Context: an optimization exercise on an open-source flow, tuned for small area, a short achievable clock period and few clock cycles. The choices shown serve that exercise and are no tape-out recipe. RTL that was checked went through simulation tests only; none was proved equivalent to the original. Power is estimated from default activity; no workload was simulated.

// lampFPU_top
module lampFPU_top (
	clk, rst,
	flush_i, padv_i,
	opcode_i, rndMode_i, op1_i, op2_i,
	result_o, isResultValid_o, isReady_o
);
clock: 15.0 ns
lec_check: 0
abc_area: 1
cap_margin: 20
core_margin: 2
core_utilization: 40
setup_slack_margin: 5
slew_margin: 20
standard.sh (not shown) runs the stock make flow with config.mk's settings and CLKGATE_MAP_FILE= SYNTH_SCRIPT=/design/flow/synth_recipe.tcl, a recipe that flattens the netlist after the stock synthesis.
==> flow/flow/run.sh <==
#!/bin/bash
set -euo pipefail
bash standard.sh SETUP_SLACK_MARGIN=6 finish > standard.log 2>&1
Edit:
--- a/flow/design.v
+++ b/flow/design.v
@@ -245,36 +245,39 @@
 		else if (isNaN2)
 			as_specSign	= s2;
 		else if (isInf1 & isInf2 & (s1 ^ s2 ^ isSub))
 			as_specSign	= 1'b1;
 		else if (isInf1)
 			as_specSign	= s1;
 		else
 			as_specSign	= s2 ^ isSub;
 	end
-	logic	[9:0]	md_et, md_t;
+	logic	[9:0]	md_et, md_en;
 	logic	[16:0]	md_b;
 	logic	[24:0]	md_x;
 	logic	[19:0]	dv_r;
 	logic	[6:0]	dv_idx;
 	assign dv_idx = N2[6:0];
 	assign dv_r = {DIVR_B19[dv_idx], DIVR_B18[dv_idx], DIVR_B17[dv_idx], DIVR_B16[dv_idx],
 				DIVR_B15[dv_idx], DIVR_B14[dv_idx], DIVR_B13[dv_idx], DIVR_B12[dv_idx],
 				DIVR_B11[dv_idx], DIVR_B10[dv_idx], DIVR_B9[dv_idx], DIVR_B8[dv_idx],
 				DIVR_B7[dv_idx], DIVR_B6[dv_idx], DIVR_B5[dv_idx], DIVR_B4[dv_idx],
 				DIVR_B3[dv_idx], DIVR_B2[dv_idx], DIVR_B1[dv_idx], DIVR_B0[dv_idx]};
 	logic	[3:0]	md_nlzs;
 	logic	[9:0]	md_kmu, md_kdu;
 	logic	[4:0]	md_k;
 	always_comb
 	begin
-		md_t	= {1'b0, E2} - 10'd127 - nlz2;
-		md_et	= {1'b0, E1} - nlz1 + (md_t ^ {10{dv_pend}}) + {9'b0, dv_pend};
+		if (dv_pend)
+			md_et	= 10'd127 + {1'b0, E1} + nlz2 - nlz1 - {1'b0, E2};
+		else
+			md_et	= {1'b0, E1} + {1'b0, E2} - 10'd127 - nlz1 - nlz2;
+		md_en	= 10'd0 - md_et;
 		md_b	= dv_pend ? d_r[16:0] : {9'b0, F2};
 		md_x	= F1 * md_b;
 		md_nlzs	= nlz1 + nlz2;
 		md_kmu	= 10'd142 - {1'b0, E1} - {1'b0, E2};
 		md_kdu	= {1'b0, E2} - {1'b0, E1} - nlz2 - 10'd113;
 	end
 	logic	[9:0]	sq_d;
 	logic	[7:0]	sq_epre, sq_e;
 	logic	[9:0]	sq_t;
@@ -355,20 +358,20 @@
 	logic			fi_neg_r, fi_inc_r;
 	always_comb
 	begin
 		c_as	= isAdd | isSub;
 		c_md	= isMul | isDiv;
 		c_i2f	= isI2f;
 		c_sq	= isSqrt | isInvSqrt;
 		c_f2i	= isF2i;
 		c_cmp	= isEq | isLt | isLe;
-		md_under	= md_et[9] | (dv_pend & (md_et == 10'd0));
-		md_zero		= $signed(md_et) < -10'sd11;
+		md_under	= dv_pend ? ~md_en[9] : md_et[9];
+		md_zero		= md_en > 10'd11;
 		if (md_under)
 			md_k	= dv_pend ? md_kdu[4:0] : md_kmu[4:0];
 		else
 			md_k	= dv_pend ? (5'd13 - nlz1) : (5'd14 - md_nlzs);
 		md_ge255	= md_et >= 10'd255;
 		md_ge256	= md_et >= 10'd256;
 		sp		= 1'b0;
 		spSign	= 1'b0;
 		spZero	= 1'b0;
Outcome:
- clock power goes down by about 6%
- register-to-register slack is better by 0.22 ns
- via count came out higher by 2.3%
- count of clock-buffer cells in the layout goes down by 1
- global-route usage is lower by 0.26 points
- non-clock buffer count came out lower by 16
- total power rose by 1.8%
- synthesized cell count goes up by 2.2%
- combinational power came out higher by about 3%
- cell area came out higher by 2.7%
- wire length is higher by 1.7%
- die area is higher by 3.3%
- critical path depth climbs by 11
Testbench counts after the change, summed over its fixed seeds: cycles 20,075.
For the first run of this note, only the layout was checked, not whether the RTL still works.


== the previous run ==
lampFPU_top with an RTL version that a note above also has.
Size: about 4500 cells after synthesis, roughly 67 flip-flops, roughly 91 I/O pins.
==> flow/config.mk <==
export PLATFORM = sky130hd
export DESIGN_NAME = lampFPU_top
export DESIGN_NICKNAME = lampFPU_top
export VERILOG_FILES = /design/flow/design.v
export SDC_FILE = /design/flow/constraint.sdc
export NUM_CORES = 4
export LEC_CHECK = 0
export ABC_AREA = 1
export CAP_MARGIN = 20
export CORE_MARGIN = 2
export CORE_UTILIZATION = 40
export SETUP_SLACK_MARGIN = 5
export SLEW_MARGIN = 20
==> flow/constraint.sdc <==
create_clock -name core_clock -period 15.0 [get_ports {clk}]
set_input_delay 3.0000 -clock core_clock [delete_from_list [all_inputs] [get_ports {clk}]]
set_output_delay 3.0000 -clock core_clock [all_outputs]
set_load 0.01 [all_outputs]
run.sh (not shown) runs the stock make flow with config.mk's settings and CLKGATE_MAP_FILE= SYNTH_SCRIPT=/design/flow/synth_recipe.tcl, a recipe that flattens the netlist after the stock synthesis.
Stock flow here: none of the scripts above is used.
Testbench counts of the previous run, summed over its fixed seeds: cycles 20,075.
[inputs] the current run vs the previous run
diff --git a/flow/design.v b/flow/design.v
--- a/flow/design.v
+++ b/flow/design.v
@@ -246,40 +246,46 @@
 			as_specSign	= s2;
 		else if (isInf1 & isInf2 & (s1 ^ s2 ^ isSub))
 			as_specSign	= 1'b1;
 		else if (isInf1)
 			as_specSign	= s1;
 		else
 			as_specSign	= s2 ^ isSub;
 	end
 	logic	[9:0]	md_et, md_en;
-	logic	[16:0]	md_b;
-	logic	[24:0]	md_x;
+	logic	[19:0]	md_b;
+	logic	[27:0]	md_x;
 	logic	[19:0]	dv_r;
 	logic	[6:0]	dv_idx;
 	assign dv_idx = N2[6:0];
 	assign dv_r = {DIVR_B19[dv_idx], DIVR_B18[dv_idx], DIVR_B17[dv_idx], DIVR_B16[dv_idx],
 				DIVR_B15[dv_idx], DIVR_B14[dv_idx], DIVR_B13[dv_idx], DIVR_B12[dv_idx],
 				DIVR_B11[dv_idx], DIVR_B10[dv_idx], DIVR_B9[dv_idx], DIVR_B8[dv_idx],
 				DIVR_B7[dv_idx], DIVR_B6[dv_idx], DIVR_B5[dv_idx], DIVR_B4[dv_idx],
 				DIVR_B3[dv_idx], DIVR_B2[dv_idx], DIVR_B1[dv_idx], DIVR_B0[dv_idx]};
+	logic	[19:0]	dv_r_r;
 	logic	[3:0]	md_nlzs;
 	logic	[9:0]	md_kmu, md_kdu;
 	logic	[4:0]	md_k;
+	logic	[29:0]	md_v;
+	always_ff @(posedge clk)
+		if (~dv_pend)
+			dv_r_r	<=	dv_r;
 	always_comb
 	begin
 		if (dv_pend)
 			md_et	= 10'd127 + {1'b0, E1} + nlz2 - nlz1 - {1'b0, E2};
 		else
 			md_et	= {1'b0, E1} + {1'b0, E2} - 10'd127 - nlz1 - nlz2;
 		md_en	= 10'd0 - md_et;
-		md_b	= dv_pend ? d_r[16:0] : {9'b0, F2};
+		md_b	= dv_pend ? dv_r_r : {12'b0, F2};
 		md_x	= F1 * md_b;
+		md_v	= dv_pend ? {2'b0, md_x} : {md_x[15:0], 14'b0};
 		md_nlzs	= nlz1 + nlz2;
 		md_kmu	= 10'd142 - {1'b0, E1} - {1'b0, E2};
 		md_kdu	= {1'b0, E2} - {1'b0, E1} - nlz2 - 10'd113;
 	end
 	logic	[9:0]	sq_d;
 	logic	[7:0]	sq_epre, sq_e;
 	logic	[9:0]	sq_t;
 	logic	[8:0]	sq_idx;
 	assign sq_idx = {isInvSqrt, E1[0] & ~nlz1[0], N1[6:0]};
@@ -448,19 +454,19 @@
 			e_n		= {2'b0, sq_epre};
 		end
 		else if (c_i2f)
 		begin
 			sp		= ~(|op1_i);
 			spZero	= 1'b1;
 			s_n		= op1_i[31];
 		end
 		d_n		= ({32{c_as}} & {20'b0, as_fInit})
-				| ({32{c_md}} & ((isDiv & ~dv_pend) ? {15'b0, dv_r[19:3]} : {7'b0, md_x}))
+				| ({32{c_md}} & {2'b0, md_v})
 				| ({32{c_sq}} & {22'b0, sq_t})
 				| ({32{c_i2f}} & ((op1_i ^ {32{op1_i[31]}}) + {31'b0, op1_i[31]}))
 				| ({32{c_f2i}} & fi_sh[34:3])
 				| ({32{c_cmp}} & {31'b0, cm_res});
 	end
 	always_ff @(posedge clk)
 	begin
 		if (~isResultValid_o)
 		begin
@@ -539,27 +545,25 @@
 			as_f	= as_fi << as_lsa;
 		end
 		else
 		begin
 			as_e	= '0;
 			as_f	= as_fi << (as_ei[3:0] - 4'd1);
 		end
 	end
 	logic	[15:0]	md_m, md_msh;
-	logic	[29:0]	md_v;
 	logic	[9:0]	md_e;
 	logic			md_ls, md_st;
 	logic	[11:0]	md_fi, md_f;
 	logic	[8:0]	md_e9;
 	always_comb
 	begin
-		md_v	= isDiv_r ? {2'b0, d_r[24:0], 3'b0} : {d_r[15:0], 14'b0};
-		md_msh	= 16'(md_v >> md_k_r);
+		md_msh	= 16'(d_r[29:0] >> md_k_r);
 		md_ls	= isDiv_r & ~md_msh[14];
 		if (md_under_r)
 		begin
 			md_m	= md_zero_r ? 16'b0 : md_msh;
 			md_e	= '0;
 		end
 		else if (md_ge255_r & (~md_ls | md_ge256_r))
 		begin
 			md_m	= '0;
### Flow results
The flow did not stop early for the current run: all stages ran, and the layout cleared the timing, DRC and antenna checks.
The current run vs the previous run — transition time at the pin with the least slew margin rose 0.070 ns.
A first element of the critical path of d_r[9] is what the current run shows, while op2_i[11] belongs to the previous run.
Clock insertion delay at the later pin of the skew report: the current run vs the previous run, no meaningful difference
The higher via count of the current run and the previous run is in the previous run.
Non-clock buffer count, the current run vs the previous run: down by a little under 10%
Met3 usage: lower on the current run
Re number of well taps: the current run and the previous run aren't equal, and the higher value belongs to the current run.
Sequential cell count: higher on the current run
Of the current run and the previous run, the lower synthesized-area fraction occupied by ao, oa, aoi and oai cells belongs to the current run.
Testbench counts of the current run, summed over its fixed seeds: cycles 20,075.

[separate check: timing with driven ports]
Ports are ideal in the flow. The routed layouts listed here were re-timed in OpenROAD.
Step 1 sets driving cells, clkbuf_16 on the clock port and buf_2 on the other inputs (assumed; they add their load-dependent delay and slew).
Step 2 also shifts input and output timing later by t, the mid clock arrival at the registers, as if the neighbouring blocks saw the same clock.
Three values: ideal, step 1, step 2; two values: the first two.
run	t, ns	setup slack, ns	hold slack, ns
the first run of note 1	0.440	6.211 / 6.157 / 5.827	0.724 / 0.724 / 0.724
the second run of note 1	0.431	6.060 / 5.990 / 5.691	0.553 / 0.553 / 0.553
the previous run	0.414	5.442 / 5.438 / 5.060	0.553 / 0.553 / 0.553
the current run	0.426	5.466 / 5.416 / 5.143	0.532 / 0.532 / 0.532
After both steps every run listed still meets setup and hold. The setup slack of the first run of note 1, which loses most, moves by -0.054 ns with the drivers and by -0.384 ns with both steps.
